Source: an optimization exercise on an open RTL-to-GDS flow (aim: small area, a short achievable clock period and few clock cycles). Production flows keep margins and buffers that such runs may drop.
The RTL was checked by simulation tests, not by an equivalence proof against the original design.

Design sqrt, start of the top module:
module sqrt
  #( parameter I_WIDTH = 16,
               F_WIDTH = 16)
  (input [I_WIDTH+F_WIDTH-1:0] N_in,
   output [I_WIDTH+F_WIDTH-1:0] out,
   input clk, rst, in_valid,
   output reg out_valid, ready
  );
  reg st_i, st_m, st_t, st_s, st_f;
  reg [31:0] N;
  reg        nsmall;            
  reg [24:0] X;
  reg [17:0] R_old;
  reg [31:0] ma;
  reg [12:0] mb_one, mb_two;    
  reg [11:0] mb_neg;
  reg [3:0] j;
  always @ (*) begin
    if      (N > 32'h4000_0000) j = 4'd15;
    else if (N > 32'h1000_0000) j = 4'd14;
    else if (N > 32'h0400_0000) j = 4'd13;
    else if (N > 32'h0100_0000) j = 4'd12;
    else if (N > 32'h0040_0000) j = 4'd11;
    else if (N > 32'h0010_0000) j = 4'd10;
    else if (N > 32'h0004_0000) j = 4'd9;
    else if (N > 32'h0001_0000) j = 4'd8;
    else if (N > 32'h0000_4000) j = 4'd7;
    else if (N > 32'h0000_1000) j = 4'd6;
    else if (N > 32'h0000_0400) j = 4'd5;
    else if (N > 32'h0000_0100) j = 4'd4;
    else if (N > 32'h0000_0040) j = 4'd3;
    else if (N > 32'h0000_0010) j = 4'd2;
    else if (N > 32'h0000_0004) j = 4'd1;
    else                        j = 4'd0;
  end
  wire [45:0] n_sh  = {N, 14'd0} >> {j, 1'b0};
  wire [17:0] R0    = 18'h3_0000 - n_sh[17:0];
  wire [23:0] x1_sh = {R0, 6'd0} >> j;
  wire [24:0] x0    = 25'h080_0000 >> j;
  wire [17:0] R      = ma[17:0];
  wire        cont   = (R <= R_old);
  assign out = ma;
  wire [47:0] prod;
  wire        same;
  mul32x25 mul (.a(ma), .one(mb_one), .two(mb_two), .neg(mb_neg), .m(st_m), .k({7'd0, X}),
                .p(prod), .eq(same));
  function [37:0] booth;
    input [24:0] v;
    input        n;
    reg [26:0] w;
    integer k;
    begin
      w = {1'b0, v, 1'b0};
      for (k = 0; k < 13; k = k + 1) begin
        booth[k]      = w[2*k+1] ^ w[2*k];
  ...
export LEC_CHECK = 0
export CAP_MARGIN = 50
export CORE_MARGIN = 2
export CORE_UTILIZATION = 40
export CTS_CLUSTER_DIAMETER = 60
export CTS_CLUSTER_SIZE = 20
export PLACE_DENSITY = 0.6
export SLEW_MARGIN = 60
export SYNTH_ARGS = -noabc
create_clock -name core_clock -period 30.0 [get_ports {clk}]
standard.sh (not shown) runs the stock make flow with config.mk's settings and CLKGATE_MAP_FILE= SYNTH_SCRIPT=/design/flow/synth_recipe.tcl, a recipe that flattens the netlist after the stock synthesis.
==> flow/flow/run.sh <==
#!/bin/bash
# The standard layout, with one change to synthesis: Yosys's synth runs without its quick
# abc pass (SYNTH_ARGS = -noabc). The full adders that extract_fa then finds in the multiplier's
# carry-save tree keep the polarity the RTL gives them, which saves the inverters that otherwise
# sit between them. Everything else (the final abc, registers, floorplan, power grid, placement,
# clock tree, routing) is the standard flow's.
set -euo pipefail
work="$(cd "$(dirname "$0")/.." && pwd)"
cd "$work"
echo 'export SYNTH_ARGS = -noabc' >> config.mk
bash standard.sh > "$work/standard.log" 2>&1
The first run finished with timing, DRC and antenna clean.
Testbench counts at the start, summed over its fixed seeds: cycles 34,118.
Next try:
==> flow/run.sh (new file) <==
#!/bin/bash
# synth_recipe.tcl (not shown) runs the flow's synth.tcl, then flattens the netlist and writes it again
# the make line also repeats each setting of config.mk as NAME=value (left out here)
make -C /OpenROAD-flow-scripts/flow DESIGN_CONFIG=/design/flow/config.mk WORK_HOME=/design/flow/orfs CLKGATE_MAP_FILE= SYNTH_SCRIPT=/design/flow/synth_recipe.tcl finish
Settings changed: CORE_UTILIZATION 40 to 50, PLACE_DENSITY 0.6 to 0.72, SYNTH_ARGS -noabc to not set.
removed: flow/flow/run.sh
removed: flow/standard.sh
=> The new run passed the timing, DRC and antenna checks. Clock-buffer cell count fell by 1. Die area fell by about a fifth. Register-to-register slack improved by 0.76 ns. Synthesized cell count rose by roughly a tenth. Design area rose slightly.
Next try:
Settings changed: CORE_UTILIZATION 50 to 55, PLACE_DENSITY 0.72 to 0.8.
What happened: Sequential share of layout area barely changes; first-iteration DRC count climbs by about a fifth; global-route usage rose by 3.7 points; via count came out higher slightly; worst setup slack loses 0.091 ns; die area went down by a little under a tenth.

-- port drivers added, routing unchanged --
No port has a modelled driver above. Below, the same layouts with a new extraction and two added sets of constraints. Step 1 sets driving cells, clkbuf_16 on the clock port and buf_2 on the other inputs (assumed; they add their load-dependent delay and slew). Step 2 times the ports against the registers' clock, not the clock port: input delays grow and output delays shrink by t, the midpoint of the rising clock arrivals with the driver on. a / b / c = no drivers / after step 1 / after step 2; a / b = the first two.
run | t (ns) | setup slack, ns | clock arrival spread, ns
the first run | 0.506 | 21.064 / 21.064 / 21.064 | 0.019 / 0.019
the second run | 0.496 | 21.749 / 21.695 / 21.821 | 0.013 / 0.013
the third run | 0.489 | 21.658 / 21.658 / 21.658 | 0.022 / 0.022
After both steps setup and hold are still met in every run listed.
